Context: an optimization exercise on an open-source flow, tuned for small area, a short achievable clock period and few clock cycles per item. The choices shown serve that exercise and are no tape-out recipe.
Only simulation tests tie the RTL to the original design; equivalence was not proved.

## design/flow/flow/run.sh

```bash
#!/bin/bash
# Standard layout (the standard.sh), with
#  - the port buffers made of plain buffer cells (buf_2) instead of the
#    delay-buffer cells buffer_ports picks by default (every input and
#    output port still gets its own buffer);
#  - timing repair asked to over-fix setup by 6.3 ns (the constraints and
#    the clock period are unchanged).
set -o pipefail
export BUFFER_PORTS_ARGS="-buffer_cell sky130_fd_sc_hd__buf_2"
export SETUP_SLACK_MARGIN=6.3
bash standard.sh > standard_flow.log 2>&1
```

## design/flow/standard.sh

```bash
#!/bin/bash
# synth_recipe.tcl (not shown) runs the flow's synth.tcl, then flattens the netlist and writes it again
# the make line also repeats each setting of config.mk as NAME=value (left out here)
make -C /OpenROAD-flow-scripts/flow DESIGN_CONFIG=/design/flow/config.mk WORK_HOME=/design/flow/orfs CLKGATE_MAP_FILE= SYNTH_SCRIPT=/design/flow/synth_recipe.tcl "${@:-finish}"
```

## design/flow/config.mk

```make
export PLATFORM = sky130hd
export DESIGN_NAME = ml_demodulator
export DESIGN_NICKNAME = ml_demodulator
export VERILOG_FILES = /design/flow/design.v
export SDC_FILE = /design/flow/constraint.sdc
export NUM_CORES = 4
export LEC_CHECK = 0
export ABC_AREA = 1
export CAP_MARGIN = 20
export CORE_MARGIN = 2
export CORE_UTILIZATION = 40
export PLACE_DENSITY = 0.6
export SLEW_MARGIN = 20
```

## design/flow/constraint.sdc

```tcl
create_clock -name core_clock -period 11.0 [get_ports {i_clk}]
set_input_delay 2.2000 -clock core_clock [delete_from_list [all_inputs] [get_ports {i_clk}]]
set_output_delay 2.2000 -clock core_clock [all_outputs]
set_load 0.01 [all_outputs]
```

## design/flow/design.v

```verilog
module rsmul (
    r_r, 
    r_i, 
    s_r, 
    mul_r, 
    mul_i
);
    input signed [5:0] r_r, r_i;
    input [1:0] s_r;
    output signed [8:0] mul_r, mul_i;
    wire signed [2:0] s;
    assign s = {1'b0, s_r};
    assign mul_r = s * r_r;
    assign mul_i = s * r_i;
endmodule
module ml_demodulator(
    i_clk,
    i_reset,
    i_trig,
    i_y_hat,
    i_r,
    i_rd_rdy,
    o_rd_vld,
    o_llr,
    o_hard_bit
);
input i_clk;
input i_reset;
input i_trig;
input [159:0] i_y_hat;
input [319:0] i_r;
input i_rd_rdy;
output o_rd_vld;
output [7:0] o_llr;
output o_hard_bit;
function [11:0] abs1;             
    input [11:0] x;
    abs1 = x[11] ? ~x : x;
endfunction
function [11:0] sx10;             
    input [9:0] x;
    sx10 = {{2{x[9]}}, x};
endfunction
function [9:0] rsx;
    input [9:0] r, i;
    input s, t;
    rsx = (r ^ {10{s}}) + (i ^ {10{t}});
endfunction
function [11:0] wmin;
    input [11:0] x;
    input [9:0]  a;
    reg   [11:0] w;
    begin
        w = abs1(x) + {3'b111, a[8:0]} + {11'd0, ~x[11]};
        wmin = abs1(w);
    end
endfunction
function warg;
    input [11:0] x;
    input [9:0]  a;
    warg = a[9] ? (~x[11] | (&x)) : x[11];
endfunction
wire [39:0] r34, r24, r14, r23, r13, r12;
wire [19:0] r44, r33, r22, r11;
assign {r44, r34, r24, r14, r33, r23, r13, r22, r12, r11} = i_r;
wire [39:0] y4 = i_y_hat[159:120], y3 = i_y_hat[119:80], y2 = i_y_hat[79:40], y1 = i_y_hat[39:0];
reg [5:0] y4r, y4i, y3r, y3i, y2r, y2i, y1r, y1i;
reg [9:0] q44, q33, q22, q11;
reg [9:0] q34r, q34i, q24r, q24i, q14r, q14i, q23r, q13r, q13i, q12r, q12i;
reg [7:0] q23i;
always @(posedge i_clk) begin
    if (i_trig) begin
        y4r <= y4[18:13]; y4i <= y4[38:33];
        y3r <= y3[18:13]; y3i <= y3[38:33];
        y2r <= y2[18:13]; y2i <= y2[38:33];
        y1r <= y1[18:13]; y1i <= y1[38:33];
        q44 <= r44[19:10]; q33 <= r33[19:10]; q22 <= {r22[19], ~(r22[18:10] ^ {9{r22[19]}})};
        q11 <= {r11[19], ~(r11[18:10] ^ {9{r11[19]}})};
        q34r <= r34[19:10]; q34i <= r34[39:30];
        q24r <= r24[19:10]; q24i <= r24[39:30];
        q14r <= r14[19:10]; q14i <= r14[39:30];
        q23r <= r23[19:10]; q23i <= r23[39:32];
        q13r <= r13[19:10]; q13i <= r13[39:30];
        q12r <= r12[19:10]; q12i <= r12[39:30];
    end
end
function [11:0] y12;
    input [5:0] y;
    reg [7:0] t;
    begin
        t = {{2{y[5]}}, y} + {y[5], y, 1'b0};
        y12 = {{2{t[7]}}, t, 2'b00};
    end
endfunction
reg        run;         
reg [3:0]  idx;         
reg        vB, vC, vD;
reg [3:0]  idxB, idxC, idxD;
always @(posedge i_clk or posedge i_reset) begin
    if (i_reset) begin
        run <= 1'b0; idx <= 4'd0;
        vB <= 1'b0; vC <= 1'b0; vD <= 1'b0;
    end else begin
        if (i_trig) begin
            run <= 1'b1; idx <= 4'd0;
        end else if (run) begin
            idx <= idx + 4'd1;
            if (idx == 4'd15) run <= 1'b0;
        end
        vB <= run; vC <= vB; vD <= vC;
    end
end
wire [1:0] j4 = idx[3:2];
wire [1:0] m  = idx[1:0];
wire [9:0]  rs44r = q44 ^ {{9{j4[0]}}, 1'b1};
wire [9:0]  rs44i = q44 ^ {{9{j4[1]}}, 1'b1};
wire [11:0] a4r = y12(y4r) - sx10(rs44r);
wire [11:0] a4i = y12(y4i) - sx10(rs44i);
wire [9:0]  rs34r = rsx(q34r, q34i, j4[0], ~j4[1]);
wire [9:0]  rs34i = rsx(q34r, q34i, j4[1],  j4[0]);
wire [11:0] x3r = y12(y3r) - sx10(rs34r) - sx10(q33 ^ {10{m[0]}});
wire [11:0] x3i = y12(y3i) - sx10(rs34i) - sx10(q33 ^ {10{m[1]}});
wire [12:0] l4 = abs1(a4r) + abs1(a4i);
wire [9:0]  rs24r = rsx(q24r, q24i, j4[0], ~j4[1]);
wire [9:0]  rs24i = rsx(q24r, q24i, j4[1],  j4[0]);
wire [10:0] t23r = {1'b0, q23r} ^ {{9{m[0]}}, 2'b0};
wire [10:0] t23r2 = {q23i ^ {8{~m[1]}}, 2'b00};
wire [10:0] t23i = {q23r[9:1] ^ {9{m[1]}}, 1'b0};
wire [10:0] t23i2 = {q23i[7:1] ^ {7{m[0]}}, 3'b0};
wire [9:0]  rs23r = t23r[9:0] + t23r2[9:0];
wire [9:0]  rs23i = t23i[9:0] + t23i2[9:0];
wire [11:0] x2r = {y12(y2r)} + 12'd2 - sx10(rs24r) - sx10(rs23r);
wire [11:0] x2i = {y12(y2i)} + 12'd2 - sx10(rs24i) - sx10(rs23i);
wire [9:0]  rs14r = rsx(q14r, q14i, j4[0], ~j4[1]);
wire [9:0]  rs14i = rsx(q14r, q14i, j4[1],  j4[0]);
wire [9:0]  rs13r = rsx(q13r, q13i, m[0], ~m[1]);
wire [9:0]  rs13i = rsx(q13r, q13i, m[1],  m[0]);
wire [11:0] x1br = y12(y1r) - sx10(rs14r) - sx10(rs13r);
wire [11:0] x1bi = y12(y1i) - sx10(rs14i) - sx10(rs13i);
reg [11:0] x2rB, x2iB, x1brB, x1biB, x3rB, x3iB;
reg [12:0] lB;
always @(posedge i_clk) begin
    x2rB <= x2r; x2iB <= x2i; x1brB <= x1br; x1biB <= x1bi;
    x3rB <= x3r; x3iB <= x3i;
    lB <= l4;
    idxB <= idx;
end
wire        p2r = warg(x2rB, q22);
wire        p2i = warg(x2iB, q22);
wire [12:0] lBn = lB + abs1(x3rB) + abs1(x3iB) + wmin(x2rB, q22) + wmin(x2iB, q22);
wire [9:0]  rs12r = rsx(q12r, q12i, p2r, ~p2i);
wire [9:0]  rs12i = rsx(q12r, q12i, p2i,  p2r);
wire [11:0] x1r = x1brB - sx10(rs12r);
wire [11:0] x1i = x1biB - sx10(rs12i);
reg [11:0] x1rC, x1iC;
reg [12:0] lC;
reg [1:0]  p2C;
always @(posedge i_clk) begin
    x1rC <= x1r; x1iC <= x1i;
    lC <= lBn;
    p2C <= {p2i, p2r};
    idxC <= idxB;
end
wire        p1r = warg(x1rC, q11);
wire        p1i = warg(x1iC, q11);
wire [12:0] tC = lC + wmin(x1rC, q11) + wmin(x1iC, q11);
reg [12:0] tD;
reg [1:0]  p1D, p2D;
always @(posedge i_clk) begin
    tD <= tC;
    p1D <= {p1i, p1r};
    p2D <= p2C;
    idxD <= idxC;
end
reg [12:0] best;
reg [7:0]  res;
reg        have;
reg [2:0]  ptr;
wire take = vD & ((idxD == 4'd0) | (tD < best));
wire last = vD & (idxD == 4'd15);
wire rd   = i_rd_rdy & (have | last);
always @(posedge i_clk) begin
    if (take) begin
        best <= tD;
        res  <= {idxD, p2D, p1D};
    end
end
always @(posedge i_clk or posedge i_reset) begin
    if (i_reset) begin
        have <= 1'b0;
        ptr  <= 3'd0;
    end else begin
        if (last) begin
            have <= 1'b1;
            ptr  <= {2'b00, i_rd_rdy};
        end else if (rd) begin
            ptr <= ptr + 3'd1;
            if (ptr == 3'd7) have <= 1'b0;
        end
    end
end
assign o_rd_vld   = rd;
assign o_hard_bit = last ? (take ? p1D[0] : res[0]) : res[ptr];
assign o_llr      = {o_hard_bit, 6'b000000, 1'b1};
endmodule
```

==> results.json, run 1 <==
{
  "grt_max_degree": 76,
  "wl_mm": 64.4,
  "crit_fanout": 2,
  "max_slew_margin_pct": 38.0,
  "synthTopCellsByArea": "edfxtp_1 23%, ha_1 15%, xor2_1 12%",
  "critical_path_class": "primary input to output pin",
  "drtIter0Drc": 780,
  "synth_seq_cells": 390,
  "area_growth_pct": 16.7,
  "worst_pin_slew_ns": 0.931,
  "async_reset_ff_share_pct": 3.08,
  "syn_inst": 2983,
  "reg2reg_depth": 26,
  "io_buffers": 212,
  "grt_pass1_wl_mm": 99.8,
  "rsz0062_at_grt": "yes",
  "clock_skew_ns": 0.0238,
  "nNetsFinal": 4226,
  "wl_per_cell_um": 15.1,
  "report.final.slew_viol_count": 0,
  "synth_largest_area_cell": "edfxtp_1",
  "ys.warnings.count": 1,
  "period_minus_slack_ns": 4.75,
  "cts_max_path_buffers": 3,
  "timing.rr.start": "x2rB[11]$_DFF_P_",
  "cp.required_ns": 8.80,
  "synth_edf_count": 227,
  "top_level_ports": 494,
  "synth_area_um2": 29300,
  "critPathCaptureType": "output pin",
  "overflow": 0,
  "synth_seq_area_share_pct": 34.6,
  "die-area_um2": 75500,
  "start_util_pct": 40.3,
  "antenna_found_initial": 2,
  "nFillCells": 6908,
  "hp-class": "register to register",
  "dr_total_vias": 19665,
  "synthTopCellsByCount": "457 x inv_1, 415 x xor2_1, 354 x ha_1, 268 x nand2_1, 257 x a21oi_1",
  "die_h_um": 275,
  "yosysTopAreaCellShare_pct": 23.2,
  "detail-route-antenna-nets": 0,
  "ff2ff_setup_slack_ns": 6.47,
  "hp-start": "idxC[3]$_DFF_P_",
  "core_um2": 72800,
  "htreeDepth": 2,
  "avgViaCountPerCell": 4.62,
  "worst_slack_ns": 6.25,
  "cap_violations": 0,
  "clock_latency_ns": 0.59,
  "first_pass_iters": 5,
  "finalSetupTns_ns": 0,
  "fmax_ghz": 0.211,
  "gp_congestion": 0.849,
  "clk_pin_slew_worst_paths_ns": 0.06,
  "cts_tree": "yes",
  "dpl.hpwl_mm": 51.1,
  "start_kind": "primary input",
  "finalHoldViolCount": 0,
  "hold_path_depth": 0,
  "ys_types": 48,
  "dp_slack_ns": 5.82,
  "track_usage_pct": 16.8,
  "drive_gt1_share_pct": 14.2,
  "place_area_um2": 31500,
  "rows": 99,
  "die-width_um": 275,
  "rr_endpoint": "lC[11]$_DFF_P_",
  "period_share_pct": 43.2,
  "synth.most_common_cell": "inv_1",
  "diodes": 0,
  "route.detailed.drc": 0,
  "largest_registers": "best x13, lC x13, tD x13",
  "first_global_vias": 19262,
  "final_area_um2": 34200,
  "cts_sinks": 390,
  "cts_root_buf": "clkbuf_16",
  "ys.flop_type": "edfxtp_1",
  "status": "timing/DRC/antenna clean",
  "cts_made_buffers": 44,
  "syn_avg_cell_area_um2": 9.84,
  "finalSetupViolations": 0,
  "cp.arrival_ns": 2.55,
  "hold-path-endpoint": "idxD[3]$_DFF_P_"
}
==> cell families (layout without fill, tap and decap cells) <==
group | after synthesis | after routing | share of synthesized area, %
adders and majority gates | 479 | 479 | 23.6
xor gates and xnor gates | 643 | 643 | 19.3
and+or+nand+nor | 534 | 534 | 7.69
other | 2 | 7 | 0.0256
DFF | 390 | 390 | 34.6
buffers and inverters | 506 | 816 | 6.69
AOI/OAI and AO/OA | 429 | 429 | 8.14
==> layout make-up <==
type / count / area, µm² / area share [%]
Timing Repair Buffer: 277 / 1720 / 5.03
Inverter: 458 / 1720 / 5.02
Tap cell: 959 / 1200 / 3.50
Sequential cell: 390 / 10200 / 29.7
Multi-Input combinational cell: 2092 / 17900 / 52.2
Clock inverter: 32 / 403 / 1.18
Clock buffer: 49 / 1160 / 3.39
==> repair_timing <==
item,CTS,global route
hold endpoints to repair,0,0
pin swaps,15,38
cloned,0,2
gates resized for setup,46,111
hold buffers,0,0
buffers inserted,14,40
endpoints found under the setup margin,43,37
==> how the worst max path moves through the flow <==
stage                             startpoint          endpoint  slack (ns)  cells past startpoint
final                               i_rd_rdy          o_rd_vld        6.25                      4
after global routing       best[4]$_DFFE_PP_        o_hard_bit        6.20                     12
after CTS                           i_rd_rdy          o_rd_vld        6.25                      4
after detailed placement  idx[2]$_DFFE_PP0P_   x2iB[9]$_DFF_P_        5.82                     21
after global placement    idx[2]$_DFFE_PP0P_  x2iB[11]$_DFF_P_        5.85                     20
after floorplan                     i_rd_rdy          o_rd_vld        6.30                      2
==> stage by stage <==
stage	util [%]	cells	hold WS [ns]
6_report	47.0	4257	0.326
5_1_grt	47.0	4257	0.333
4_1_cts	45.8	4215	0.327
3_5_place_dp	43.2	4120	0.312
3_3_place_gp	43.2	4120	0.311
2_1_floorplan	-	2988	0.310
==> critical path, stage by stage <==
cell and delay, ns:
buf_6 0.10, o21ai_4 0.06, inv_2 0.06, buf_6 0.12
==> metal layers <==
metal	global-route usage, %	vias up	part of all wire (%)
met2	26.9	295	45
met4	4.58	4	2.2
met5	0	-	0.047
met3	3.18	75	4.2
met1	23.2	8963	48
li1	-	10328	-
==> placed cells by master, fill, tap and decap left out, types with 7 or more instances in the layout <==
master and count:
a21oi_1 241, inv_1 453, fa_1 123, ha_1 334, nor3_1 16, o21ai_2 9
buf_4 52, dfrtp_1 8, buf_2 209, o211ai_1 9, o21ai_1 9, o21ai_0 66
a21o_1 18, ha_4 14, clkinv_1 8, nand2_1 261, conb_1 7, nand3_1 105
dfxtp_1 147, nand4_1 13, o21bai_1 19, xor2_1 407, bufinv_16 8, a21oi_2 15
nand2_2 13, xor2_2 7, nor2_1 100, edfxtp_1 227, xnor2_1 219, clkbuf_16 47
Testbench counts, summed over its fixed seeds: cycles 24,968, items 960.
==> run 2: changes to the inputs <==
==> design/flow/flow/run.sh (replaced) <==
#!/bin/bash
# Standard layout (the standard.sh), with
#  - the port buffers made of plain buffer cells (buf_2) instead of the
#    delay-buffer cells buffer_ports picks by default (every input and
#    output port still gets its own buffer);
#  - timing repair asked to over-fix setup by 5 ns (the constraints and
#    the clock period are unchanged).
set -o pipefail
export BUFFER_PORTS_ARGS="-buffer_cell sky130_fd_sc_hd__buf_2"
export SETUP_SLACK_MARGIN=5
bash standard.sh > standard_flow.log 2>&1
--- a/design/flow/config.mk
+++ b/design/flow/config.mk
@@ -6,8 +6,10 @@
 export NUM_CORES = 4
 export LEC_CHECK = 0
-export ABC_AREA = 1
 export CAP_MARGIN = 20
 export CORE_MARGIN = 2
 export CORE_UTILIZATION = 40
+export CTS_BUF_LIST = sky130_fd_sc_hd__clkbuf_8
+export CTS_CLUSTER_SIZE = 30
 export PLACE_DENSITY = 0.6
+export SETUP_SLACK_MARGIN = 5
 export SLEW_MARGIN = 20
==> results.json, run 2 <==
{
  "dr_total_vias": 18535,
  "ys.warnings.count": 1,
  "worst_slack_ns": 5.41,
  "wl_per_cell_um": 15.6,
  "die-width_um": 271,
  "multi_input_area_um2": 17100,
  "synthTopCellsByArea": "edfxtp_1 24%, ha_1 15%, dfxtp_1 11%",
  "drive_gt1_share_pct": 12.6,
  "ys.flop_type": "edfxtp_1",
  "max_stage_delay_ns": 0.54,
  "clock_latency_ns": 0.65,
  "detail-route-antenna-nets": 0,
  "synthTopCellsByCount": "354 x ha_1, 330 x xnor2_1, 310 x inv_1, 302 x xor2_1, 227 x edfxtp_1",
  "clock_skew_ns": 0.0336,
  "max_slew_margin_pct": 32.5,
  "period_minus_slack_ns": 5.59,
  "avgViaCountPerCell": 4.74,
  "status": "timing/DRC/antenna clean",
  "cts_root_buf": "clkbuf_8",
  "dp_slack_ns": 5.11,
  "dpl.hpwl_mm": 50.0,
  "first_pass_iters": 5,
  "hp-start": "p2C[0]$_DFF_P_",
  "track_usage_pct": 16.5,
  "synth_area_um2": 28600,
  "wl_mm": 60.8,
  "cap_violations": 0,
  "route.detailed.drc": 0,
  "finalSetupTns_ns": 0,
  "seqCellArea_um2": 10200,
  "syn_inst": 2643,
  "final_cell_mix": "354 x ha_1, 330 x xnor2_1, 323 x inv_1",
  "hold_path_depth": 0,
  "synth_seq_area_share_pct": 35.5,
  "nFillCells": 6688,
  "finalHoldViolCount": 0,
  "fmax_ghz": 0.179,
  "place_area_um2": 30700,
  "cp.arrival_ns": 6.15,
  "syn_avg_cell_area_um2": 10.8,
  "grt_max_degree": 81,
  "rsz0062_at_grt": "yes",
  "synth_seq_cells": 390,
  "period_share_pct": 50.8,
  "start_kind": "register",
  "critical_path_class": "register to register",
  "ff2ff_setup_slack_ns": 5.41,
  "final_area_um2": 32400,
  "layout_commonest_cell": "ha_1",
  "async_reset_ff_share_pct": 3.08,
  "die-area_um2": 73600,
  "synth_edf_count": 227,
  "largest_registers": "best x13, lC x13, tD x13",
  "io_buffers": 212,
  "synth.most_common_cell": "ha_1",
  "top_level_ports": 494,
  "reg2reg_depth": 24,
  "antenna_found_initial": 4,
  "worst_pin_slew_ns": 1.01,
  "finalSetupViolations": 0,
  "cp.required_ns": 11.56,
  "drtIter0Drc": 629,
  "final_core_util_pct": 45.5,
  "cts_max_path_buffers": 3,
  "core_um2": 71100,
  "report.final.slew_viol_count": 0,
  "crit_fanout": 13,
  "cts_sinks": 390,
  "hold-path-endpoint": "p2D[0]$_DFF_P_",
  "timing.rr.start": "x2rB[11]$_DFF_P_",
  "overflow": 0,
  "gp_congestion": 0.864,
  "cts_made_buffers": 72,
  "start_util_pct": 40.2,
  "rr_endpoint": "lC[11]$_DFF_P_",
  "die_h_um": 271,
  "htreeDepth": 3,
  "crit_path_top_delay_cell": "fa_1",
  "rows": 98,
  "ys_types": 61,
  "clk_pin_slew_worst_paths_ns": 0.06,
  "first_global_vias": 19057,
  "yosysTopAreaCellShare_pct": 23.8,
  "critPathCaptureType": "register",
  "grt_pass1_wl_mm": 96.9,
  "nNetsFinal": 3863,
  "synth_largest_area_cell": "edfxtp_1",
  "area_growth_pct": 13.2,
  "cp_cell_sequence": "xor2_1 > ha_1 > a21o_1 > a21oi_1 > nor2_1 > a31oi_1 > o31a_1 > nor2b_1 > nand2_4 > xnor2_1 > fa_1 > inv_1 > fa_1 > inv_1 > ha_1 > fa_1 > a21oi_1 > nor2_1 > nor2_1 > o21bai_1 > a21oi_1 > o21bai_1 > or4_1 > nand4_1",
  "cts_tree": "yes",
  "hp-class": "register to register"
}
## run 2: cell count changes after synthesis, moves of 70 or more
cell	change
inv_1	-147
a21oi_1	-74
nand2_1	-202
nand3_1	-94
xnor2_1	+104
a21o_1	+70
xor2_1	-113
## run 2: cells by family (layout without fill, tap and decap cells)
| family | count (synthesis) | after routing | synth area share (%) |
|---|---|---|---|
| muxes | 16 | 16 | 0.674 |
| xor gates and xnor gates | 633 | 633 | 19.4 |
| and+or+nand+nor | 270 | 270 | 4.38 |
| buffers and inverters | 360 | 669 | 4.89 |
| AOI/OAI and AO/OA | 493 | 493 | 10.9 |
| other | 2 | 11 | 0.0263 |
| DFF | 390 | 390 | 35.5 |
| adders and majority gates | 479 | 479 | 24.2 |
## run 2: area by class of cell
| type | instances | area share, % |
|---|---|---|
| Clock inverter | 48 | 1.35 |
| Clock buffer | 83 | 3.53 |
| Timing Repair Buffer | 228 | 3.68 |
| Antenna cell | 4 | 0.0309 |
| Sequential cell | 390 | 31.4 |
| Inverter | 310 | 3.59 |
| Multi-Input combinational cell | 1898 | 52.8 |
| Tap cell | 950 | 3.67 |
## run 2: routing by layer
metal  GRT usage, %  routed length [µm]  vias to the layer above
met5              0                   0                        -
met4           5.58                1400                        0
met3           2.81                2270                       95
met2           26.9               27900                      299
met1           22.3               29300                     8709
li1               -                   -                     9432
## run 2: worst max path at each step
stage	startpoint	end	cells past startpoint
floorplan	x2rB[11]$_DFF_P_	lC[11]$_DFF_P_	24
global placement	x2rB[11]$_DFF_P_	lC[11]$_DFF_P_	23
detailed placement	x2rB[11]$_DFF_P_	lC[11]$_DFF_P_	23
CTS	x2rB[11]$_DFF_P_	lC[11]$_DFF_P_	23
global route	x2rB[11]$_DFF_P_	lC[11]$_DFF_P_	24
finish	x2rB[11]$_DFF_P_	lC[11]$_DFF_P_	24
## run 2: worst max-delay path, delay by kind of cell, from the launching register on
kind	cells	cell delay [ns]
DFF	1	0.40
buffers and inverters	2	0.09
AOI/OAI and AO/OA	8	1.36
adders and majority gates	5	2.03
and+or+nand+nor	7	1.24
xor gates and xnor gates	2	0.37
## run 2: timing repair
action,4_1_cts,5_1_grt
hold buffers,0,0
buffers inserted,0,5
gates resized for setup,0,5
endpoints found under the setup margin,0,4
## run 2: stage by stage
stage,instances,hold WS (ns)
floorplan,2648,0.310
global placement,3771,0.315
detailed placement,3771,0.313
CTS,3902,0.319
global route,3910,0.319
finish,3911,0.320
==> run 3: changes to the inputs <==
==> design/flow/flow/run.sh (replaced) <==
#!/bin/bash
# Standard layout (the standard.sh), with
#  - the port buffers made of plain buffer cells (buf_1) instead of the
#    delay-buffer cells buffer_ports picks by default (every input and
#    output port still gets its own buffer);
#  - timing repair asked to over-fix setup by 6.3 ns (the constraints and
#    the clock period are unchanged).
set -o pipefail
export BUFFER_PORTS_ARGS="-buffer_cell sky130_fd_sc_hd__buf_1"
export SETUP_SLACK_MARGIN=6.3
bash standard.sh > standard_flow.log 2>&1
--- a/design/flow/config.mk
+++ b/design/flow/config.mk
@@ -6,10 +6,8 @@
 export NUM_CORES = 4
 export LEC_CHECK = 0
+export ABC_AREA = 1
 export CAP_MARGIN = 20
 export CORE_MARGIN = 2
 export CORE_UTILIZATION = 40
-export CTS_BUF_LIST = sky130_fd_sc_hd__clkbuf_8
-export CTS_CLUSTER_SIZE = 30
 export PLACE_DENSITY = 0.6
-export SETUP_SLACK_MARGIN = 5
 export SLEW_MARGIN = 20
==> results.json, run 3 <==
{
  "status": "timing/DRC/antenna clean",
  "cts_made_buffers": 45,
  "cts_root_buf": "clkbuf_16",
  "yosysTopAreaCellShare_pct": 23.2,
  "hold_path_depth": 0,
  "start_util_pct": 40.3,
  "ys.flop_type": "edfxtp_1",
  "async_reset_ff_share_pct": 3.08,
  "clk_pin_slew_worst_paths_ns": 0.06,
  "clock_latency_ns": 0.58,
  "final_cells": 4242,
  "cts_tree": "yes",
  "hold-path-endpoint": "idxD[3]$_DFF_P_",
  "avgViaCountPerCell": 4.62,
  "period_share_pct": 43.2,
  "rr_endpoint": "lC[11]$_DFF_P_",
  "report.final.slew_viol_count": 0,
  "io_buffers": 212,
  "hold_buffers": 0,
  "route.detailed.drc": 0,
  "syn_avg_cell_area_um2": 9.84,
  "overflow": 0,
  "cts_max_path_buffers": 3,
  "cap_violations": 0,
  "dr_total_vias": 19598,
  "timing.rr.start": "x2rB[11]$_DFF_P_",
  "synth_seq_area_share_pct": 34.6,
  "critical_path_class": "primary input to output pin",
  "grt_pass1_wl_mm": 99.2,
  "die-area_um2": 75500,
  "ys_types": 48,
  "core_um2": 72800,
  "gp_congestion": 0.860,
  "start_kind": "primary input",
  "ys.warnings.count": 1,
  "synthTopCellsByCount": "457 x inv_1, 415 x xor2_1, 354 x ha_1, 268 x nand2_1, 257 x a21oi_1",
  "finalHoldViolCount": 0,
  "htreeDepth": 2,
  "fmax_ghz": 0.210,
  "drtIter0Drc": 739,
  "largest_registers": "best x13, lC x13, tD x13",
  "track_usage_pct": 16.7,
  "synth.most_common_cell": "inv_1",
  "hp-start": "idxC[3]$_DFF_P_",
  "antenna_found_initial": 0,
  "cts_sinks": 390,
  "clock_skew_ns": 0.0220,
  "cp.required_ns": 8.80,
  "synth_area_um2": 29300,
  "wl_mm": 63.8,
  "cp.arrival_ns": 2.56,
  "reg2reg_depth": 28,
  "finalSetupViolations": 0,
  "first_global_vias": 19202,
  "wl_per_cell_um": 15.0,
  "hp-class": "register to register",
  "max_slew_margin_pct": 40.2,
  "dpl.hpwl_mm": 50.8,
  "synthTopCellsByArea": "edfxtp_1 23%, ha_1 15%, xor2_1 12%",
  "nNetsFinal": 4209,
  "rsz0062_at_grt": "yes",
  "holdWs_ns": 0.323,
  "finalSetupTns_ns": 0,
  "period_minus_slack_ns": 4.76,
  "crit_fanout": 2,
  "nFillCells": 6917,
  "drive_gt1_share_pct": 7.28,
  "rows": 99,
  "detail-route-antenna-nets": 0,
  "syn_inst": 2983,
  "top_level_ports": 494,
  "synth_largest_area_cell": "edfxtp_1",
  "grt_max_degree": 148,
  "die_h_um": 275,
  "placed_cells": 4118,
  "synth_edf_count": 227,
  "diodes": 0,
  "ff2ff_setup_slack_ns": 6.43,
  "synth_seq_cells": 390,
  "critPathCaptureType": "output pin",
  "die-width_um": 275,
  "multi_input_area_um2": 17800,
  "layout_commonest_cell": "inv_1",
  "worst_pin_slew_ns": 0.897,
  "final_cell_mix": "450 x inv_1, 408 x xor2_1, 337 x ha_1",
  "first_pass_iters": 5,
  "area_growth_pct": 14.9,
  "seqCellArea_um2": 10200
}
run 3: cell families (layout without fill, tap and decap cells):
kind of cell	after synthesis	after routing	share of synthesized area, %
AOI/OAI and AO/OA	429	429	8.14
xor gates and xnor gates	643	643	19.3
adders and majority gates	479	479	23.6
buffers and inverters	506	801	6.69
DFF	390	390	34.6
other	2	7	0.0256
and+or+nand+nor	534	534	7.69
run 3: how the worst max path moves through the flow:
stage	start	to	slack, ns	cells past startpoint
floorplan	i_rd_rdy	o_rd_vld	6.30	2
global placement	idx[3]$_DFFE_PP0P_	x2iB[9]$_DFF_P_	5.52	21
detailed placement	idx[3]$_DFFE_PP0P_	x2iB[9]$_DFF_P_	5.51	21
CTS	i_rd_rdy	o_rd_vld	6.20	4
global route	x2rB[11]$_DFF_P_	lC[11]$_DFF_P_	6.13	28
finish	i_rd_rdy	o_rd_vld	6.24	4
run 3: cell type report:
type | count | share of cell area [%]
multi-input combinational | 2092 | 52.9
sequential | 390 | 30.1
inverter | 458 | 5.10
clock buffer | 64 | 3.96
timing repair buffer | 259 | 3.92
tap | 959 | 3.56
clock inverter | 20 | 0.471
run 3: critical path, stage by stage:
cell	delay, ns
buf_8	0.10
o21ai_4	0.06
inv_2	0.06
buf_6	0.13
run 3: repair_timing:
item                                    in CTS  in global routing
gates cloned                                 0                  1
setup buffers                               21                 18
pin swaps                                   16                 40
endpoints found under the setup margin      45                 35
resized for setup                           45                105
run 3: per-stage QoR:
step	setup slack, ns	utilization (%)	cell area, µm²
after global placement	5.52	42.8	31200
after global routing	6.13	46.3	33700
after CTS	6.20	45.4	33100
after floorplan	6.30	-	29400
final	6.24	46.3	33700
after detailed placement	5.51	42.8	31200
run 3: per-layer routing:
metal | GRT usage (%) | routed length, µm | part of all wire (%) | vias up
li1 | - | - | - | 10290
met1 | 23.6 | 31300 | 49 | 8960
met2 | 26.8 | 28600 | 45 | 279
met3 | 2.69 | 2610 | 4.1 | 69
met4 | 4.10 | 1270 | 2.0 | 0
met5 | 0 | 0 | 0 | -
==> run 4: changes to the inputs <==
--- a/design/flow/design.v
+++ b/design/flow/design.v
@@ -53,5 +53,5 @@
     begin
         w = abs1(x) + {3'b111, a[8:0]} + {11'd0, ~x[11]};
-        wmin = abs1(w);
+        wmin = {1'b0, abs1(w)} & 12'h7ff;      
     end
 endfunction
@@ -96,9 +96,10 @@
 reg [3:0]  idx;         
 reg        vB, vC, vD;
-reg [3:0]  idxB, idxC, idxD;
+reg [3:0]  idxD;        
 always @(posedge i_clk or posedge i_reset) begin
     if (i_reset) begin
         run <= 1'b0; idx <= 4'd0;
         vB <= 1'b0; vC <= 1'b0; vD <= 1'b0;
+        idxD <= 4'd0;
     end else begin
         if (i_trig) begin
@@ -109,4 +110,5 @@
         end
         vB <= run; vC <= vB; vD <= vC;
+        if (vD) idxD <= idxD + 4'd1;
     end
 end
@@ -115,5 +117,5 @@
 wire [9:0]  rs44r = q44 ^ {{9{j4[0]}}, 1'b1};
 wire [9:0]  rs44i = q44 ^ {{9{j4[1]}}, 1'b1};
-wire [11:0] a4r = y12(y4r) - sx10(rs44r);
+wire [11:0] a4r = y12(y4r) - sx10(rs44r);     
 wire [11:0] a4i = y12(y4i) - sx10(rs44i);
 wire [9:0]  rs34r = rsx(q34r, q34i, j4[0], ~j4[1]);
@@ -121,5 +123,7 @@
 wire [11:0] x3r = y12(y3r) - sx10(rs34r) - sx10(q33 ^ {10{m[0]}});
 wire [11:0] x3i = y12(y3i) - sx10(rs34i) - sx10(q33 ^ {10{m[1]}});
-wire [12:0] l4 = abs1(a4r) + abs1(a4i);
+wire [10:0] a4ra = abs1(a4r);
+wire [10:0] a4ia = abs1(a4i);
+wire [10:0] l4 = {1'b0, a4ra[9:0]} + {1'b0, a4ia[9:0]};
 wire [9:0]  rs24r = rsx(q24r, q24i, j4[0], ~j4[1]);
 wire [9:0]  rs24i = rsx(q24r, q24i, j4[1],  j4[0]);
@@ -139,10 +143,9 @@
 wire [11:0] x1bi = y12(y1i) - sx10(rs14i) - sx10(rs13i);
 reg [11:0] x2rB, x2iB, x1brB, x1biB, x3rB, x3iB;
-reg [12:0] lB;
+reg [10:0] lB;
 always @(posedge i_clk) begin
     x2rB <= x2r; x2iB <= x2i; x1brB <= x1br; x1biB <= x1bi;
     x3rB <= x3r; x3iB <= x3i;
     lB <= l4;
-    idxB <= idx;
 end
 wire        p2r = warg(x2rB, q22);
@@ -160,5 +163,4 @@
     lC <= lBn;
     p2C <= {p2i, p2r};
-    idxC <= idxB;
 end
 wire        p1r = warg(x1rC, q11);
@@ -171,5 +173,4 @@
     p1D <= {p1i, p1r};
     p2D <= p2C;
-    idxD <= idxC;
 end
 reg [12:0] best;
--- a/design/flow/flow/run.sh
+++ b/design/flow/flow/run.sh
@@ -5,7 +5,9 @@
 #    output port still gets its own buffer);
 #  - timing repair asked to over-fix setup by 6.3 ns (the constraints and
-#    the clock period are unchanged).
+#    the clock period are unchanged);
+#  - a clock tree with larger sink clusters and no dummy loads.
 set -o pipefail
 export BUFFER_PORTS_ARGS="-buffer_cell sky130_fd_sc_hd__buf_1"
 export SETUP_SLACK_MARGIN=6.3
+export CTS_ARGS="-sink_clustering_enable -repair_clock_nets -dont_use_dummy_load -sink_clustering_size 24 -sink_clustering_max_diameter 80 -buf_list sky130_fd_sc_hd__clkbuf_16"
 bash standard.sh > standard_flow.log 2>&1
==> results.json, run 4 <==
{
  "status": "timing/DRC/antenna clean",
  "first_global_vias": 19064,
  "finalHoldViolCount": 0,
  "first_pass_iters": 4,
  "core_um2": 72600,
  "synth_largest_area_cell": "edfxtp_1",
  "htreeDepth": 1,
  "die-width_um": 274,
  "cp_cell_sequence": "buf_8 > o21ai_4 > inv_2 > buf_6",
  "cts_root_buf": "clkbuf_16",
  "detail-route-antenna-nets": 0,
  "cts_max_path_buffers": 3,
  "route.detailed.drc": 0,
  "crit_path_start": "i_rd_rdy",
  "wl_per_cell_um": 15.1,
  "syn_avg_cell_area_um2": 9.89,
  "timing.rr.start": "x2rB[11]$_DFF_P_",
  "ys_types": 52,
  "area_growth_pct": 12.6,
  "critPathCapture": "o_rd_vld",
  "syn_inst": 2949,
  "placed_cells": 4083,
  "synth_seq_cells": 382,
  "largest_registers": "best x13, lC x13, tD x13",
  "wl_mm": 63.0,
  "finalSetupTns_ns": 0,
  "nNetsFinal": 4182,
  "start_util_pct": 40.2,
  "cp_top_family": "buffers and inverters",
  "drive_gt1_share_pct": 6.25,
  "finalSetupViolations": 0,
  "grt_pass1_wl_mm": 98.9,
  "crit_path_top_delay_cell": "buf_6",
  "final_cell_mix": "431 x inv_1, 396 x xor2_1, 346 x ha_1",
  "antenna_found_initial": 8,
  "critPathCaptureType": "output pin",
  "rr_endpoint": "lC[11]$_DFF_P_",
  "io_buffers": 212,
  "dpl.hpwl_mm": 50.7,
  "cp.required_ns": 8.80,
  "cts_sinks": 382,
  "overflow": 0,
  "report.final.slew_viol_count": 0,
  "worst_pin_slew_ns": 0.907,
  "fmax_ghz": 0.211,
  "ff2ff_setup_slack_ns": 6.40,
  "path_depth": 4,
  "max_slew_margin_pct": 39.5,
  "cap_violations": 0,
  "async_reset_ff_share_pct": 4.19,
  "synthTopCellsByArea": "edfxtp_1 23%, ha_1 15%, xor2_1 12%",
  "period_minus_slack_ns": 4.75,
  "synth_edf_count": 227,
  "die-area_um2": 75100,
  "clock_skew_ns": 0.0461,
  "path_buf_inv": 3,
  "reg2reg_depth": 26,
  "drtIter0Drc": 741,
  "cts_made_buffers": 30,
  "holdWs_ns": 0.344,
  "synth.most_common_cell": "inv_1",
  "dr_total_vias": 19316,
  "clk_pin_slew_worst_paths_ns": 0.07,
  "die_h_um": 274,
  "critical_path_class": "primary input to output pin",
  "rows": 99,
  "layout_commonest_cell": "inv_1",
  "hp-class": "register to register",
  "seqCellArea_um2": 10000,
  "track_usage_pct": 16.7,
  "synth_seq_area_share_pct": 34.3,
  "yosysTopAreaCellShare_pct": 23.4,
  "period_share_pct": 43.2,
  "start_kind": "primary input",
  "cp.arrival_ns": 2.55,
  "nFillCells": 7076,
  "rsz0062_at_grt": "yes",
  "synth_area_um2": 29200,
  "crit_fanout": 2,
  "hold_buffers": 0,
  "cts_tree": "yes",
  "final_cells": 4175,
  "max_stage_delay_ns": 0.12,
  "synthTopCellsByCount": "435 x inv_1, 402 x xor2_1, 356 x ha_1, 266 x nand2_1, 257 x a21oi_1",
  "gp_congestion": 0.887,
  "clock_latency_ns": 0.61,
  "avgViaCountPerCell": 4.63,
  "ys.flop_type": "edfxtp_1",
  "top_level_ports": 494,
  "grt_max_degree": 155,
  "ys.warnings.count": 1,
  "multi_input_area_um2": 17700
}
==> run 4: changes by cell type after synthesis, moves of 4 or more <==
cell       delta
nor2_1        +6
o2111ai_1     -5
dfrtp_1       +4
nor3_1        -4
nand3_1       -7
dfxtp_1      -12
xor2_1       -13
xnor2_1      +15
nor4_1        +4
inv_1        -22
==> run 4: worst min path at each step <==
stage,startpoint,to,slack (ns),cells after the start
2_1_floorplan,p2C[0]$_DFF_P_,p2D[0]$_DFF_P_,0.31,0
3_3_place_gp,p2C[0]$_DFF_P_,p2D[0]$_DFF_P_,0.31,0
3_5_place_dp,p2C[0]$_DFF_P_,p2D[0]$_DFF_P_,0.33,0
4_1_cts,p2C[0]$_DFF_P_,p2D[0]$_DFF_P_,0.35,0
5_1_grt,p2C[0]$_DFF_P_,p2D[0]$_DFF_P_,0.35,0
6_report,p2C[0]$_DFF_P_,p2D[0]$_DFF_P_,0.34,0
==> run 4: metal layers <==
metal	vias up	wire length (µm)	GRT usage [%]
met3	67	2620	2.53
li1	10147	-	-
met4	8	1360	4.05
met2	258	29100	27.6
met5	-	42	0
met1	8836	29900	23.0
==> run 4: cell type report <==
type                       count  area share (%)
antenna                        1         0.00762
clock buffer                  30            2.29
inverter                     436            4.98
multi-input combinational   2087            54.0
sequential                   382            30.5
tap                          959            3.65
timing repair buffer         280            4.56
==> run 4: repair_timing <==
item	CTS	global route
setup buffers	42	18
hold endpoints to repair	0	0
pin swaps	4	47
endpoints found under the setup margin	39	37
resized for setup	30	111
cloned	1	0
==> run 4: cells by family (layout without fill, tap and decap cells) <==
logic type               after synthesis  count (layout)  share of synthesized area [%]
AO/OA/AOI/OAI                        418             418                           7.94
XOR/XNOR                             647             647                           19.6
adder cells (fa/ha/maj)              481             481                           23.9
buffers and inverters                485             746                           6.49
flip-flops                           382             382                           34.3
multiplexers                           1               1                         0.0386
other                                  2               8                         0.0257
AND/OR/NAND/NOR                      533             533                           7.76
==> run 4: through the flow <==
step           cell area [µm²]  utilization, %  setup slack, ns
6_report                 32800            45.3             6.25
5_1_grt                  32800            45.2             6.19
4_1_cts                  32300            44.4             6.28
3_5_place_dp             31000            42.7             5.55
3_3_place_gp             31000            42.7             5.54
2_1_floorplan            29200               -             6.33
==> run 4: worst reg2reg max path: cells and delay by family, from the launching register on <==
family	cells	cell delay, ns
adders and majority gates	4	1.80
and+or+nand+nor	13	1.11
buffers and inverters	2	0.21
xor gates and xnor gates	3	0.53
AOI/OAI and AO/OA	4	0.50
DFF	1	0.39
Testbench counts of run 4, summed over its fixed seeds: cycles 24,968, items 960.
==> run 5: changes to the inputs <==
--- a/design/flow/flow/run.sh
+++ b/design/flow/flow/run.sh
@@ -10,4 +10,4 @@
 export BUFFER_PORTS_ARGS="-buffer_cell sky130_fd_sc_hd__buf_1"
 export SETUP_SLACK_MARGIN=6.3
-export CTS_ARGS="-sink_clustering_enable -repair_clock_nets -dont_use_dummy_load -sink_clustering_size 24 -sink_clustering_max_diameter 80 -buf_list sky130_fd_sc_hd__clkbuf_16"
+export CTS_ARGS="-sink_clustering_enable -repair_clock_nets -dont_use_dummy_load -sink_clustering_size 16 -sink_clustering_max_diameter 60 -buf_list sky130_fd_sc_hd__clkbuf_8"
 bash standard.sh > standard_flow.log 2>&1
--- a/design/flow/config.mk
+++ b/design/flow/config.mk
@@ -9,5 +9,5 @@
 export CAP_MARGIN = 20
 export CORE_MARGIN = 2
-export CORE_UTILIZATION = 40
-export PLACE_DENSITY = 0.6
+export CORE_UTILIZATION = 55
+export PLACE_DENSITY = 0.7
 export SLEW_MARGIN = 20
==> results.json, run 5 <==
{
  "status": "timing/DRC/antenna clean",
  "ys.flop_type": "edfxtp_1",
  "cp.required_ns": 8.80,
  "holdWs_ns": 0.333,
  "synth_area_um2": 29200,
  "clock_skew_ns": 0.0437,
  "nFillCells": 4333,
  "period_minus_slack_ns": 4.73,
  "cap_violations": 0,
  "gp_congestion": 0.930,
  "nNetsFinal": 4190,
  "dpl.hpwl_mm": 50.2,
  "synthTopCellsByCount": "435 x inv_1, 402 x xor2_1, 356 x ha_1, 266 x nand2_1, 257 x a21oi_1",
  "rsz0062_at_grt": "yes",
  "wl_mm": 62.5,
  "dr_total_vias": 19996,
  "cts_max_path_buffers": 3,
  "finalSetupTns_ns": 0,
  "multi_input_area_um2": 17800,
  "ys_types": 52,
  "yosysTopAreaCellShare_pct": 23.4,
  "fmax_ghz": 0.212,
  "area_growth_pct": 10.9,
  "io_buffers": 212,
  "htreeDepth": 2,
  "cts_sinks": 382,
  "track_usage_pct": 22.6,
  "max_slew_margin_pct": 37.8,
  "seqCellArea_um2": 10000,
  "async_reset_ff_share_pct": 4.19,
  "ys.warnings.count": 1,
  "top_level_ports": 494,
  "largest_registers": "best x13, lC x13, tD x13",
  "dp_slack_ns": 5.76,
  "antenna_found_initial": 7,
  "cts_root_buf": "clkbuf_8",
  "synth_largest_area_cell": "edfxtp_1",
  "hp-class": "register to register",
  "rows": 84,
  "synthTopCellsByArea": "edfxtp_1 23%, ha_1 15%, xor2_1 12%",
  "layout_commonest_cell": "inv_1",
  "crit_fanout": 2,
  "route.detailed.drc": 0,
  "syn_avg_cell_area_um2": 9.89,
  "die_h_um": 234,
  "clk_pin_slew_worst_paths_ns": 0.09,
  "cts_made_buffers": 36,
  "synth_seq_area_share_pct": 34.3,
  "synth_edf_count": 227,
  "wl_per_cell_um": 16.0,
  "drtIter0Drc": 743,
  "crit_path_top_delay_cell": "buf_6",
  "cp.arrival_ns": 2.53,
  "placed_cells": 3811,
  "avgViaCountPerCell": 5.11,
  "die-width_um": 234,
  "finalSetupViolations": 0,
  "worst_slack_ns": 6.27,
  "period_share_pct": 43.0,
  "syn_inst": 2949,
  "final_cell_mix": "430 x inv_1, 393 x xor2_1, 344 x ha_1",
  "critPathCaptureType": "output pin",
  "cts_tree": "yes",
  "cp_cell_sequence": "buf_8 > o21ai_4 > inv_2 > buf_6",
  "start_kind": "primary input",
  "overflow": 0,
  "critical_path_class": "primary input to output pin",
  "clock_latency_ns": 0.62,
  "worst_pin_slew_ns": 0.933,
  "die-area_um2": 54900,
  "hold_buffers": 0,
  "detail-route-antenna-nets": 0,
  "core_um2": 52400,
  "first_global_vias": 19796,
  "synth_seq_cells": 382,
  "max_stage_delay_ns": 0.12,
  "grt_max_degree": 151,
  "final_cells": 3915,
  "finalHoldViolCount": 0,
  "drive_gt1_share_pct": 6.89,
  "first_pass_iters": 5,
  "start_util_pct": 55.6,
  "grt_pass1_wl_mm": 97.2,
  "report.final.slew_viol_count": 0,
  "synth.most_common_cell": "inv_1"
}
==> run 5: cell count changes in the layout (fill, tap and decap cells not counted), sizes merged <==
cell,previous run,this run
clkbuf,31,41
nand2,272,273
buf,278,276
diode,1,4
bufbuf,1,0
==> run 5: logic make-up (layout without fill, tap and decap cells) <==
group / after synthesis / count (layout) / synth area share, %
AND/OR/NAND/NOR: 533 / 534 / 7.76
adder cells (fa/ha/maj): 481 / 481 / 23.9
other: 2 / 11 / 0.0257
multiplexers: 1 / 1 / 0.0386
flip-flops: 382 / 382 / 34.3
buffers and inverters: 485 / 753 / 6.49
XOR/XNOR: 647 / 647 / 19.6
AO/OA/AOI/OAI: 418 / 418 / 7.94
==> run 5: critical path: cells and delay by family <==
family | cells | cell delay [ns]
buffers and inverters | 3 | 0.27
AOI/OAI and AO/OA | 1 | 0.06
==> run 5: layer usage <==
metal	routed length, µm	track usage, %
met2	29400	38.3
met3	2640	3.37
met1	27900	29.3
met5	41	0
met4	2450	8.49
==> run 5: final cells by class <==
| cell class | instances | area share [%] |
|---|---|---|
| multi-input cells | 2088 | 55.1 |
| flip-flops and latches | 382 | 31.0 |
| inverters | 436 | 5.06 |
| repair buffers | 281 | 4.59 |
| well taps | 688 | 2.66 |
| clock buffers | 36 | 1.53 |
| diodes | 4 | 0.0309 |
==> run 5: repair_timing <==
action | in CTS | in global routing
pin swaps | 5 | 53
gates resized for setup | 37 | 116
setup endpoints to repair | 43 | 39
cloned | 0 | 3
buffers inserted | 19 | 42
==> run 5: path summary, 6_finish.rpt <==
path                                   from                 end  slack (ns)  cells after the start
max in group asynchronous           i_reset  idx[2]$_DFFE_PP0P_        8.72                      2
min in group asynchronous           i_reset        vB$_DFF_PP0_        1.70                      2
min                          p2C[1]$_DFF_P_      p2D[1]$_DFF_P_        0.33                      0
max                                i_rd_rdy            o_rd_vld        6.27                      4
min reg2reg                  p2C[1]$_DFF_P_      p2D[1]$_DFF_P_        0.33                      0
max reg2reg                x2rB[11]$_DFF_P_      lC[11]$_DFF_P_        6.32                     26
==> run 5: stage by stage <==
step / instance area, µm² / utilization, %
after global placement: 30700 / 58.5
final: 32300 / 61.7
after floorplan: 29200 / -
after detailed placement: 30700 / 58.5
after global routing: 32300 / 61.7
after CTS: 31400 / 59.9
==> run 6: changes to the inputs <==
--- a/design/flow/config.mk
+++ b/design/flow/config.mk
@@ -9,5 +9,5 @@
 export CAP_MARGIN = 20
 export CORE_MARGIN = 2
-export CORE_UTILIZATION = 55
-export PLACE_DENSITY = 0.7
+export CORE_UTILIZATION = 62
+export PLACE_DENSITY = 0.78
 export SLEW_MARGIN = 20
==> results.json, run 6 <==
{
  "status": "timing/DRC/antenna clean",
  "wl_per_cell_um": 17.1,
  "drtIter0Drc": 1121,
  "largest_registers": "best x13, lC x13, tD x13",
  "period_share_pct": 44.8,
  "finalHoldViolCount": 0,
  "start_kind": "primary input",
  "final_cell_mix": "429 x inv_1, 396 x xor2_1, 340 x ha_1",
  "avgViaCountPerCell": 5.31,
  "wl_mm": 65.8,
  "max_stage_delay_ns": 0.13,
  "die-area_um2": 48800,
  "core_um2": 46500,
  "cts_tree": "yes",
  "critical_path_class": "primary input to register",
  "synth_edf_count": 227,
  "syn_inst": 2949,
  "dr_total_vias": 20437,
  "synth_seq_cells": 382,
  "period_minus_slack_ns": 4.92,
  "critPathCaptureType": "register",
  "rsz0062_at_grt": "yes",
  "finalSetupViolations": 0,
  "yosys.area_share.adder_pct": 23.9,
  "yosysTopAreaCellShare_pct": 23.4,
  "ys.warnings.count": 1,
  "cp.required_ns": 11.52,
  "synth_top_family_by_area": "adder cells",
  "clock_skew_ns": 0.0465,
  "report.final.slew_viol_count": 0,
  "clock_latency_ns": 0.62,
  "cap_violations": 0,
  "rows": 79,
  "crit_fanout": 2,
  "track_usage_pct": 25.9,
  "finalSetupTns_ns": 0,
  "ys_types": 52,
  "cts_root_buf": "clkbuf_8",
  "die-width_um": 221,
  "first_global_vias": 20569,
  "die_h_um": 221,
  "dpl.hpwl_mm": 50.8,
  "layout_commonest_cell": "inv_1",
  "io_buffers": 212,
  "nNetsFinal": 4206,
  "synthMuxAreaShare_pct": 0.0386,
  "max_slew_margin_pct": 42.9,
  "clk_pin_slew_worst_paths_ns": 0.09,
  "synthXorXnorAreaFrac_pct": 19.6,
  "synth-simple-area-share_pct": 7.76,
  "synth_largest_area_cell": "edfxtp_1",
  "synth_seq_area_share_pct": 34.3,
  "top_level_ports": 494,
  "final_cells": 3848,
  "grt_max_degree": 157,
  "start_util_pct": 62.8,
  "synth_compound_area_share_pct": 7.94,
  "fmax_ghz": 0.203,
  "first_pass_iters": 5,
  "ys.flop_type": "edfxtp_1",
  "detail-route-antenna-nets": 0,
  "area_growth_pct": 11.3,
  "gp_congestion": 0.891,
  "cts_made_buffers": 37,
  "drive_gt1_share_pct": 7.66,
  "route.detailed.drc": 0,
  "cts_sinks": 382,
  "synth_area_um2": 29200,
  "syn_avg_cell_area_um2": 9.89,
  "htreeDepth": 2,
  "antenna_found_initial": 7,
  "cts_max_path_buffers": 3,
  "hp-class": "register to register",
  "async_reset_ff_share_pct": 4.19,
  "overflow": 0,
  "synth.most_common_cell": "inv_1",
  "placed_cells": 3731,
  "synthTopCellsByArea": "edfxtp_1 23%, ha_1 15%, xor2_1 12%",
  "synthTopCellsByCount": "435 x inv_1, 402 x xor2_1, 356 x ha_1, 266 x nand2_1, 257 x a21oi_1",
  "crit_path_top_delay_cell": "buf_4",
  "cp.arrival_ns": 5.44,
  "hold_buffers": 0,
  "crit_top_cell": "buf_4",
  "grt_pass1_wl_mm": 101,
  "worst_pin_slew_ns": 0.856
}
run 6: cell counts after synthesis:
No cell type changed its count.
run 6: logic make-up after synthesis:
kind of cell,after synthesis
xor+xnor,647
simple gates,533
buf+inv,485
fa+ha+maj,481
compound gates,418
flops,382
other cells,2
mux,1
run 6: area by class of cell:
cell class / instances / area (µm²)
Tap cell: 607 / 759
Fill cell: 3513 / 14000
Clock buffer: 37 / 509
Multi-Input combinational cell: 2088 / 17900
Timing Repair Buffer: 296 / 1620
Sequential cell: 382 / 10000
Antenna cell: 2 / 5.00
Inverter: 436 / 1640
run 6: worst max-delay path: cells and delay by family:
family,cells,cell delay [ns]
buffers and inverters,26,3.03
AND/OR/NAND/NOR,1,0.05
AO/OA/AOI/OAI,2,0.13
run 6: routing by layer:
| metal | global-route usage, % | vias to the layer above | part of all wire, % |
|---|---|---|---|
| met2 | 44.4 | 423 | 48 |
| met4 | 8.23 | 10 | 3.2 |
| met3 | 4.34 | 124 | 4.4 |
| met1 | 33.7 | 9664 | 44 |
| li1 | - | 10216 | - |
| met5 | 0 | - | 0.091 |
run 6: worst paths after layout:
| path | start | to | slack (ns) | depth (start not counted) |
|---|---|---|---|---|
| min in group asynchronous | i_reset | ptr[1]$_DFFE_PP0P_ | 1.70 | 2 |
| setup / recovery | i_rd_rdy | ptr[2]$_DFFE_PP0P_ | 6.08 | 29 |
| max in group asynchronous | i_reset | idx[0]$_DFFE_PP0P_ | 8.67 | 2 |
| setup reg to reg | x2rB[11]$_DFF_P_ | lC[11]$_DFF_P_ | 6.31 | 27 |
| hold / removal | p2C[1]$_DFF_P_ | p2D[1]$_DFF_P_ | 0.28 | 0 |
| hold reg to reg | p2C[1]$_DFF_P_ | p2D[1]$_DFF_P_ | 0.28 | 0 |
run 6: timing repair:
action | CTS | global route
pin swaps | 6 | 58
setup endpoints to repair | 31 | 29
setup buffers | 48 | 27
gates resized for setup | 39 | 129
cloned | 0 | 3
run 6: metrics by stage:
stage	hold WS (ns)	util (%)	area (µm²)	setup WS, ns
2_1_floorplan	0.310	-	29200	6.33
6_report	0.276	69.9	32500	6.08
3_3_place_gp	0.316	65.8	30600	5.80
3_5_place_dp	0.315	65.8	30600	5.69
4_1_cts	0.279	68.0	31600	6.27
5_1_grt	0.275	69.9	32500	6.06
==> run 7: changes to the inputs <==
--- a/design/flow/config.mk
+++ b/design/flow/config.mk
@@ -9,5 +9,5 @@
 export CAP_MARGIN = 20
 export CORE_MARGIN = 2
-export CORE_UTILIZATION = 62
-export PLACE_DENSITY = 0.78
+export CORE_UTILIZATION = 40
+export PLACE_DENSITY = 0.6
 export SLEW_MARGIN = 20
==> results.json, run 7 <==
{
  "grt_max_degree": 155,
  "dpl.hpwl_mm": 50.7,
  "period_minus_slack_ns": 4.75,
  "wl_mm": 63.4,
  "synth_edf_count": 227,
  "wl_met3_mm": 2.63,
  "route.detailed.drc": 0,
  "wl_met1_mm": 30.0,
  "io_buffers": 212,
  "dr_total_vias": 19412,
  "clock_skew_ns": 0.0738,
  "synth_area_um2": 29200,
  "finalSetupViolations": 0,
  "synth.most_common_cell": "inv_1",
  "cts_made_buffers": 45,
  "first_pass_iters": 4,
  "overflow": 0,
  "htreeDepth": 2,
  "cts_root_buf": "clkbuf_8",
  "die-width_um": 274,
  "wl_met2_mm": 29.0,
  "cts_tree": "yes",
  "worst_pin_slew_ns": 0.913,
  "period_share_pct": 43.2,
  "finalHoldViolCount": 0,
  "hp-start": "p2C[0]$_DFF_P_",
  "ys_types": 52,
  "cp.required_ns": 8.80,
  "final_cell_mix": "429 x inv_1, 397 x xor2_1, 345 x ha_1",
  "first_global_vias": 19207,
  "start_kind": "primary input",
  "cts_sinks": 382,
  "syn_avg_cell_area_um2": 9.89,
  "cp.arrival_ns": 2.55,
  "finalSetupTns_ns": 0,
  "cp_cell_sequence": "buf_8 > o21ai_4 > inv_2 > buf_6",
  "area_growth_pct": 12.5,
  "ys.warnings.count": 1,
  "timing.rr.start": "x2rB[11]$_DFF_P_",
  "synth_largest_area_cell": "edfxtp_1",
  "async_reset_ff_share_pct": 4.19,
  "die_h_um": 274,
  "wl_per_cell_um": 15.1,
  "hold_path_depth": 0,
  "synth_seq_cells": 382,
  "ff2ff_setup_slack_ns": 6.45,
  "nNetsFinal": 4202,
  "track_usage_pct": 16.9,
  "antenna_found_initial": 7,
  "core_um2": 72600,
  "synthTopCellsByCount": "435 x inv_1, 402 x xor2_1, 356 x ha_1, 266 x nand2_1, 257 x a21oi_1",
  "synthTopCellsByArea": "edfxtp_1 23%, ha_1 15%, xor2_1 12%",
  "ys.flop_type": "edfxtp_1",
  "top_level_ports": 494,
  "detail-route-antenna-nets": 0,
  "drtIter0Drc": 756,
  "critical_path_class": "primary input to output pin",
  "reg2reg_depth": 24,
  "syn_inst": 2949,
  "critPathCaptureType": "output pin",
  "critPathCapture": "o_rd_vld",
  "hold_buffers": 0,
  "max_stage_delay_ns": 0.12,
  "max_slew_margin_pct": 39.2,
  "cts_max_path_buffers": 3,
  "crit_path_start": "i_rd_rdy",
  "grt_pass1_wl_mm": 99.2,
  "drive_gt1_share_pct": 7.11,
  "cap_violations": 0,
  "layout_commonest_cell": "inv_1",
  "rows": 99,
  "largest_registers": "best x13, lC x13, tD x13",
  "report.final.slew_viol_count": 0,
  "avgViaCountPerCell": 4.63,
  "rsz0062_at_grt": "yes",
  "crit_fanout": 2,
  "clk_pin_slew_worst_paths_ns": 0.09,
  "status": "timing/DRC/antenna clean",
  "synth_seq_area_share_pct": 34.3,
  "top_layer": "met5",
  "clock_latency_ns": 0.65,
  "crit_path_top_delay_cell": "buf_6",
  "rr_endpoint": "lC[12]$_DFF_P_",
  "yosysTopAreaCellShare_pct": 23.4,
  "die-area_um2": 75100,
  "gp_congestion": 0.887,
  "hp-class": "register to register",
  "fmax_ghz": 0.210,
  "start_util_pct": 40.2
}
## run 7: changes by cell type in the layout (fill, tap and decap cells not counted), moves of 3 or more
| cell | before | now |
|---|---|---|
| a21oi_1 | 235 | 240 |
| a21oi_2 | 21 | 14 |
| buf_4 | 62 | 51 |
| clkbuf_8 | 37 | 45 |
| ha_1 | 340 | 345 |
| ha_4 | 14 | 9 |
| o21ai_2 | 10 | 6 |
| xnor2_1 | 231 | 234 |
## run 7: area by class of cell
| cell class | instances | area (µm²) |
|---|---|---|
| tap | 959 | 1200 |
| fill | 7086 | 39800 |
| sequential | 382 | 10000 |
| antenna | 1 | 2.50 |
| timing repair buffer | 285 | 1530 |
| multi-input combinational | 2087 | 17800 |
| inverter | 436 | 1640 |
| clock buffer | 45 | 619 |
## run 7: cells by family (layout without fill, tap and decap cells)
group                      Yosys count  in the layout  synth area share [%]
AOI/OAI and AO/OA                  418            418                  7.94
xor gates and xnor gates           647            647                  19.6
adders and majority gates          481            481                  23.9
buffers and inverters              485            766                  6.49
DFF                                382            382                  34.3
muxes                                1              1                0.0386
other                                2              8                0.0257
and+or+nand+nor                    533            533                  7.76
## run 7: repair_timing
item	CTS	global route
endpoints found under the hold margin	0	0
setup endpoints to repair	42	37
cloned	1	0
pin swaps	6	61
gates resized for setup	36	121
setup buffers	42	23
## run 7: metal layers
layer | GRT usage, % | vias up
li1 | - | 10178
met1 | 22.8 | 8857
met2 | 27.7 | 272
met3 | 3.08 | 95
met4 | 4.59 | 10
met5 | 0 | -
## run 7: critical path: cells and delay by family
family | cells | cell delay, ns
compound gates | 1 | 0.06
buf+inv | 3 | 0.29
## run 7: worst min path at each step
stage / end / slack, ns
after global placement: p2D[0]$_DFF_P_ / 0.31
final: p2D[0]$_DFF_P_ / 0.31
after floorplan: p2D[0]$_DFF_P_ / 0.31
after detailed placement: p2D[0]$_DFF_P_ / 0.33
after global routing: p2D[0]$_DFF_P_ / 0.31
after CTS: p2D[0]$_DFF_P_ / 0.32
## run 7: per-stage QoR
stage | util, % | hold slack [ns] | std cells | cell area (µm²) | setup WS [ns]
after global placement | 42.7 | 0.314 | 4083 | 31000 | 5.54
after detailed placement | 42.7 | 0.329 | 4083 | 31000 | 5.55
after global routing | 45.2 | 0.314 | 4195 | 32800 | 6.18
after CTS | 44.3 | 0.324 | 4171 | 32100 | 6.28
final | 45.2 | 0.313 | 4195 | 32800 | 6.25
after floorplan | - | 0.310 | 2954 | 29200 | 6.33

-- what the ideal ports hide --
How much do the figures lean on ideal ports? The routed layouts below were timed once more, with nothing changed but the port constraints.
Step 1 assumes that a clkbuf_16 drives the clock port and a buf_2 every other input.
Step 2 moves the port delays by t, midway between the first and last clock arrival at a register: inputs arrive t later, outputs are due t later. That takes back most of the time a late clock gives input paths.
Three values: ideal ports, drivers, drivers and shift; two values: the first two.
run	t, ns	slack for setup (ns)	worst register clock-pin slew, ns	worst slew at a driven data input, ns	cell pins on the clock port's net
run 1	0.635	6.251 / 6.190 / 6.190	0.07 / 0.07	0.13	1
run 2	0.696	5.407 / 5.407 / 5.407	0.06 / 0.06	0.10	1
run 3	0.630	6.243 / 6.189 / 6.189	0.06 / 0.06	0.07	1
run 4	0.649	6.250 / 6.208 / 5.707	0.09 / 0.09	0.11	1
run 5	0.662	6.272 / 6.224 / 6.224	0.09 / 0.09	0.09	1
run 6	0.654	6.076 / 6.082 / 5.428	0.10 / 0.10	0.09	1
run 7	0.672	6.248 / 6.206 / 5.674	0.10 / 0.10	0.11	1
After both steps every run listed still meets setup and hold. For run 6, which loses most, drivers alone change the setup slack by +0.006 ns; drivers and shift together by -0.648 ns.
